Context: an optimization exercise on an open-source flow, tuned for small area and a short achievable clock period. The choices shown serve that exercise and are no tape-out recipe. The RTL was checked by simulation tests, not by an equivalence proof against the original design. Power and IR drop assume default switching activity.

## wip/tundra
Design ALU_TOP, start of the top module:
module ALU_TOP (
input wire signed [15:0] A,
input wire signed [15:0] B,
input wire [3:0] ALU_FUNC,
input wire CLK,
input wire RST,
output reg signed [31:0] Arith_OUT,
output reg [15:0] Logic_OUT,
output reg [1:0] CMP_OUT,
output reg [16:0] SHIFT_OUT,
output reg Arith_Flag, Logic_Flag, CMP_Flag, SHIFT_Flag
	);
Size: about 1,700 cells after synthesis, about 0.015 mm2 of cells after synthesis.
Settings: LEC_CHECK=0, ABC_AREA=1, CAP_MARGIN=20, CORE_MARGIN=2, CORE_UTILIZATION=40, SLEW_MARGIN=20; clock period 95.0 ns.
standard.sh (not shown) runs the stock make flow with config.mk's settings and CLKGATE_MAP_FILE= SYNTH_SCRIPT=/design/flow/synth_recipe.tcl, a recipe that flattens the netlist after the stock synthesis.
==> flow/flow/run.sh <==
#!/bin/bash
# The standard layout (standard.sh) with three changes:
#  - synthesis is the standard synthesis with ABC's mapping script replaced by
#    flow/abc.script (flow/synth.tcl); the registers are the standard synthesis's;
#  - every port is buffered by the smallest buffer cell instead of the one buffer_ports
#    picks by default;
#  - repair_timing aims for 44 ns of setup slack (SETUP_SLACK_MARGIN) instead of 0, so the
#    resizer upsizes the critical path; the clock and constraints stay the design's.
# Each tool's output lands in the ORFS logs under orfs/logs/; make's own output goes to
# standard_flow.log in this folder.
set -euo pipefail
bash standard.sh "SYNTH_SCRIPT=$PWD/flow/synth.tcl" \
  "BUFFER_PORTS_ARGS=-buffer_cell sky130_fd_sc_hd__buf_1" \
  SETUP_SLACK_MARGIN=44 finish > standard_flow.log 2>&1
==> flow/flow/abc.script <==
strash
&get -n
&st
&dch
&nf
&put
topo
stime -c
==> flow/flow/synth.tcl <==
# The standard synthesis (synth_recipe.tcl in the work folder), with ABC's mapping script
# replaced by flow/abc.script. Only the combinational mapping changes; the registers are the
# standard synthesis's.
set my_flow_dir [file dirname [file normalize [info script]]]
proc abc {args} {
  set i [lsearch -exact $args -script]
  if {$i >= 0} { lset args [expr {$i + 1}] [file join $::my_flow_dir abc.script] }
  yosys abc {*}$args
}
source [file join [file dirname $my_flow_dir] synth_recipe.tcl]
wip/tundra finished all stages; the layout is clean.
Setup changes, wip/tundra to wip/willow
Settings: CORE_UTILIZATION: 40 -> 60.
==> flow/flow/abc.script <==
strash
dch
map -a
topo
stime -c
Findings:
Looking at worst-path cell with the longest stage delay, the fa_1 result is from wip/tundra; the clkinv_1 one comes from wip/willow. Density: wip/willow denser than wip/tundra. Of wip/willow and wip/tundra, wip/willow shows the higher count of clock buffers in the final design, with wip/tundra below it. In the metrics for wip/willow and wip/tundra, the one carrying the higher design area is wip/tundra. Across both runs, compound-cell area share of the yosys netlist was higher for wip/willow than for wip/tundra. Between wip/tundra and wip/willow, the flow reports chip width decreasing by more than 10%. wip/tundra and wip/willow ended up with roughly the same area share of fa/ha/maj cells after synthesis.
Relative to wip/willow, the following input files were edited for wip/nickel:
Settings: swapping 60 for 40 in CORE_UTILIZATION.
==> flow/flow/run.sh <==
#!/bin/bash
# The standard layout (standard.sh) with two changes:
#  - synthesis is the standard synthesis with ABC's mapping script replaced by
#    flow/abc.script (flow/synth.tcl); the registers are the standard synthesis's;
#  - every port is buffered by the smallest buffer cell instead of the one buffer_ports
#    picks by default.
# Each tool's output lands in the ORFS logs under orfs/logs/; make's own output goes to
# standard_flow.log in this folder.
set -euo pipefail
bash standard.sh "SYNTH_SCRIPT=$PWD/flow/synth.tcl" \
  "BUFFER_PORTS_ARGS=-buffer_cell sky130_fd_sc_hd__buf_1" finish > standard_flow.log 2>&1
==> flow/flow/abc.script <==
strash
dch
map -B 0.9
topo
stime -c
--- outcome ---
- Comparing wip/nickel and wip/willow, the lower first-pass detailed-route iteration total is on wip/nickel.
- Of wip/nickel and wip/willow, wip/willow shows the higher fraction of layout instances using a drive strength above 1, with wip/nickel below it.
- wip/nickel ran to completion and came out clean on the timing, design-rule and antenna checks.
- From wip/willow to wip/nickel the numbers moved as follows: distinct cell type count of the synthesized netlist down about 9%; area growth from synthesis to final layout down 2.9 points; slew at the pin closest to its max-slew limit rose by 0.019 ns.
- Compared with wip/willow, wip/nickel shows combinational cell fraction of total power lower by 1.9 points.
- Count of non-CTS inverters in the layout grows by more than 10% when moving from wip/willow to wip/nickel.
- The via count number comes out higher for wip/nickel vs wip/willow.
- Relative to wip/willow, the critical path depth measured on wip/nickel has decreased by a few percent.
### wip/nickel -> wip/yarrow
==> flow/flow/run.sh <==
#!/bin/bash
# The standard layout (standard.sh) with three changes:
#  - synthesis is the standard synthesis with ABC's mapping script replaced by
#    flow/abc.script (flow/synth.tcl); the registers are the standard synthesis's;
#  - every port is buffered by the smallest buffer cell instead of the one buffer_ports
#    picks by default;
#  - repair_timing aims for 41 ns of setup slack (SETUP_SLACK_MARGIN) instead of 0, so the
#    resizer upsizes the critical path; the clock and constraints stay the design's.
# Each tool's output lands in the ORFS logs under orfs/logs/; make's own output goes to
# standard_flow.log in this folder.
set -euo pipefail
bash standard.sh "SYNTH_SCRIPT=$PWD/flow/synth.tcl" \
  "BUFFER_PORTS_ARGS=-buffer_cell sky130_fd_sc_hd__buf_1" \
  SETUP_SLACK_MARGIN=41 finish > standard_flow.log 2>&1
==> flow/flow/abc.script <==
strash
dch
map -a
topo
stime -c
[summary]
- Measured against wip/nickel, the number of cells in the design after placement of wip/yarrow comes out at 0.939 times the reference value.
- wip/nickel vs wip/yarrow, start point of the critical path: B[13] vs B[15]
- Net count reported at finish (higher): wip/nickel
- From wip/nickel to wip/yarrow the numbers moved as follows: endpoint arrival time on the critical path decreased by 3.46 ns relative to the old numbers; routed wire length decreased by 3.5% relative to the old numbers; final design utilization increased by 0.46 points relative to the old numbers.

========
Setup of run A:
Starting RTL as in the previous note.
==> flow/config.mk <==
export PLATFORM = sky130hd
export DESIGN_NAME = ALU_TOP
export DESIGN_NICKNAME = ALU_TOP
export VERILOG_FILES = /design/flow/design.v
export SDC_FILE = /design/flow/constraint.sdc
export NUM_CORES = 4
export LEC_CHECK = 0
export ABC_AREA = 1
export CAP_MARGIN = 20
export CORE_MARGIN = 2
export CORE_UTILIZATION = 40
export SLEW_MARGIN = 20
==> flow/constraint.sdc <==
create_clock -name core_clock -period 95.0 [get_ports {CLK}]
set_input_delay 19.0000 -clock core_clock [delete_from_list [all_inputs] [get_ports {CLK}]]
set_output_delay 19.0000 -clock core_clock [all_outputs]
set_load 0.01 [all_outputs]
==> flow/flow/run.sh <==
#!/bin/bash
# The standard layout (standard.sh) with two changes:
#  - every port is buffered by the smallest buffer cell instead of the one buffer_ports
#    picks by default;
#  - repair_timing aims for 45 ns of setup slack (SETUP_SLACK_MARGIN) instead of 0, so the
#    resizer upsizes the critical path; the clock and constraints stay the design's.
# Each tool's output lands in the ORFS logs under orfs/logs/; make's own output goes to
# standard_flow.log in this folder.
set -euo pipefail
bash standard.sh "BUFFER_PORTS_ARGS=-buffer_cell sky130_fd_sc_hd__buf_1" \
  SETUP_SLACK_MARGIN=45 finish > standard_flow.log 2>&1
> inputs changed (run A -> run B)
==> flow/flow/run.sh <==
#!/bin/bash
# The standard layout (standard.sh), with every port buffered by the smallest buffer cell
# instead of the one buffer_ports picks by default. Each tool's output lands in the ORFS logs
# under orfs/logs/; make's own output goes to standard_flow.log in this folder.
set -euo pipefail
bash standard.sh "BUFFER_PORTS_ARGS=-buffer_cell sky130_fd_sc_hd__buf_1" finish > standard_flow.log 2>&1
--- a/flow/config.mk
+++ b/flow/config.mk
@@ -6,5 +6,4 @@
 export NUM_CORES = 4
 export LEC_CHECK = 0
-export ABC_AREA = 1
 export CAP_MARGIN = 20
 export CORE_MARGIN = 2
--- outcome ---
- Summary of run B over run A: worst setup slack after layout shows a reduction of 5360 ps, count of hold buffers inserted by post-cts repair shows no meaningful change, floorplan row count shows an increase of 6.
- Total number of tap cells, run B and run A, lower one = run A.
- Looking at post-layout instance count excluding filler cells across run B and run A, the one that comes out higher is run B.
- In run B, combinational fraction of design power is higher than in run A.
## Diff of input files: run C against run B
==> flow/flow/run.sh <==
#!/bin/bash
# The standard layout (standard.sh) with three changes:
#  - synthesis is the standard synthesis with ABC's mapping script replaced by
#    flow/abc.script (flow/synth.tcl); the registers are the standard synthesis's;
#  - every port is buffered by the smallest buffer cell instead of the one buffer_ports
#    picks by default;
#  - repair_timing aims for 44 ns of setup slack (SETUP_SLACK_MARGIN) instead of 0, so the
#    resizer upsizes the critical path; the clock and constraints stay the design's.
# Each tool's output lands in the ORFS logs under orfs/logs/; make's own output goes to
# standard_flow.log in this folder.
set -euo pipefail
bash standard.sh "SYNTH_SCRIPT=$PWD/flow/synth.tcl" \
  "BUFFER_PORTS_ARGS=-buffer_cell sky130_fd_sc_hd__buf_1" \
  SETUP_SLACK_MARGIN=44 finish > standard_flow.log 2>&1
==> flow/flow/abc.script (new file) <==
strash
dch
map -a
topo
stime -c
==> flow/flow/synth.tcl (new file) <==
# The standard synthesis (synth_recipe.tcl in the work folder), with ABC's mapping script
# replaced by flow/abc.script. Only the combinational mapping changes; the registers are the
# standard synthesis's.
set my_flow_dir [file dirname [file normalize [info script]]]
proc abc {args} {
  set i [lsearch -exact $args -script]
  if {$i >= 0} { lset args [expr {$i + 1}] [file join $::my_flow_dir abc.script] }
  yosys abc {*}$args
}
source [file join [file dirname $my_flow_dir] synth_recipe.tcl]
--- a/flow/config.mk
+++ b/flow/config.mk
@@ -6,4 +6,5 @@
 export NUM_CORES = 4
 export LEC_CHECK = 0
+export ABC_AREA = 1
 export CAP_MARGIN = 20
 export CORE_MARGIN = 2
### Flow results
Run C finished end to end and its layout was clean on timing, DRC and antenna. Run C: post-synthesis share of cell area spent on xor and xnor gates higher than run B. Delta (run C minus run B): number of nets in the layout down 11%, synthesized cell area down about 20%, clock distribution power down 7.8%, maximum frequency from static timing analysis up 9.3%, layout overhead on the synthesized area up 7.7 points. In terms of clock share of power, run C and run B differ only marginally. Clock buffer count in the final layout in run C is 2 below run B. Clock edge transition at the registers on the reported setup and hold paths (higher): run B. NOTE: multi-input logic area in run C falls short of that of run B.
Relative to run C, the following input files were edited for run D:
==> flow/flow/run.sh <==
#!/bin/bash
# The standard layout (standard.sh) with two changes:
#  - every port is buffered by the smallest buffer cell instead of the one buffer_ports
#    picks by default;
#  - repair_timing aims for 47 ns of setup slack (SETUP_SLACK_MARGIN) instead of 0, so the
#    resizer upsizes the critical path; the clock and constraints stay the design's.
# Each tool's output lands in the ORFS logs under orfs/logs/; make's own output goes to
# standard_flow.log in this folder.
set -euo pipefail
bash standard.sh "BUFFER_PORTS_ARGS=-buffer_cell sky130_fd_sc_hd__buf_1" \
  SETUP_SLACK_MARGIN=47 finish > standard_flow.log 2>&1
removed: flow/flow/abc.script
removed: flow/flow/synth.tcl
==> notes.md <==
- Run D has hold slack above what run C had.
- Summary of run D over run C: power +4.9%; number of logic inverters in the finished layout went up 26.
- Die area sits higher in run D than in run C.
- Between run C and run D, the flow reports routed wire length increasing by more than 10%.
- For number of buffers and inverters on the critical path, dividing the value from run C by the value from run D gives 0.70.
- Average wire per standard cell in run D is about 2.3% above run C.
- In the reports for run C and run D, the larger clock transition at the register clock pins on the worst setup and hold paths after CTS belongs to run D.
- Cmp run C and run D / final cell utilization of the core / lower: run D
- [compare] base=run C new=run D: number of standard cells in the layout, taps in and fillers out went up; average cell area after synthesis went down.
What run E does differently from run D at the input level:
==> flow/flow/run.sh <==
#!/bin/bash
# The standard layout (standard.sh) with two changes:
#  - synthesis is the standard synthesis with ABC's mapping script replaced by
#    flow/abc.script (flow/synth.tcl); the registers are the standard synthesis's;
#  - every port is buffered by the smallest buffer cell instead of the one buffer_ports
#    picks by default.
# Each tool's output lands in the ORFS logs under orfs/logs/; make's own output goes to
# standard_flow.log in this folder.
set -euo pipefail
bash standard.sh "SYNTH_SCRIPT=$PWD/flow/synth.tcl" \
  "BUFFER_PORTS_ARGS=-buffer_cell sky130_fd_sc_hd__buf_1" finish > standard_flow.log 2>&1
==> flow/flow/abc.script (new file) <==
strash
dch
map -a
topo
stime -c
==> flow/flow/synth.tcl (new file) <==
# The standard synthesis (synth_recipe.tcl in the work folder), with ABC's mapping script
# replaced by flow/abc.script. Only the combinational mapping changes; the registers are the
# standard synthesis's.
set my_flow_dir [file dirname [file normalize [info script]]]
proc abc {args} {
  set i [lsearch -exact $args -script]
  if {$i >= 0} { lset args [expr {$i + 1}] [file join $::my_flow_dir abc.script] }
  yosys abc {*}$args
}
source [file join [file dirname $my_flow_dir] synth_recipe.tcl]
### Flow results
met2 wirelength from detailed routing shrinks by more than 10% when moving from run D to run E.
Run D has higher post-synthesis instance total than run E.
Summary of run E over run D: number of buffers added for setup after CTS decreased 3, minimum clock period after layout rose by 9790 ps, total vias in the final route -6.1%, clock network power consumption down about 8%, floorplan die area has decreased.
The run showing the greater share of the clock period used by the worst path is run E.
Diff run E and run D: setup slack higher in run D
Diff run D -> run E | endpoint required time on the critical path | decrease of 20 ps

separate check: timing with driven ports:
The results above use ideal ports. As a check the final layouts listed here were re-extracted and re-timed, cells and wires unchanged.
Step 1 assumes that a clkbuf_16 drives the clock port and a buf_2 every other input.
Step 2, shift: input delay + t, output delay - t, t = (earliest + latest rising clock arrival at the registers) / 2. This alone moves slack from input paths to output paths.
Slacks: ideal ports / drivers / drivers and shift; pairs: ideal ports / drivers.
run | shift t [ns] | setup slack, ns | latest minus earliest clock arrival (ns) | worst data-port slew with drivers (ns)
wip/tundra | 0.387 | 46.258 / 46.268 / 45.882 | 0.018 / 0.019 | 0.04
wip/willow | 0.397 | 46.180 / 46.151 / 45.754 | 0.011 / 0.011 | 0.07
wip/nickel | 0.408 | 40.911 / 40.939 / 40.531 | 0.015 / 0.015 | 0.07
wip/yarrow | 0.394 | 44.395 / 44.383 / 43.990 | 0.017 / 0.017 | 0.06
run A | 0.422 | 47.558 / 47.568 / 47.146 | 0.026 / 0.026 | 0.07
run B | 0.414 | 42.200 / 42.215 / 41.801 | 0.025 / 0.024 | 0.04
run C | 0.394 | 46.699 / 46.684 / 46.291 | 0.017 / 0.017 | 0.06
run D | 0.425 | 48.871 / 48.899 / 48.474 | 0.023 / 0.022 | 0.07
run E | 0.395 | 39.085 / 39.103 / 38.708 | 0.015 / 0.015 | 0.05
After both steps every run listed still meets setup and hold. For wip/willow, which loses most, drivers alone change the setup slack by -0.029 ns; drivers and shift together by -0.426 ns.
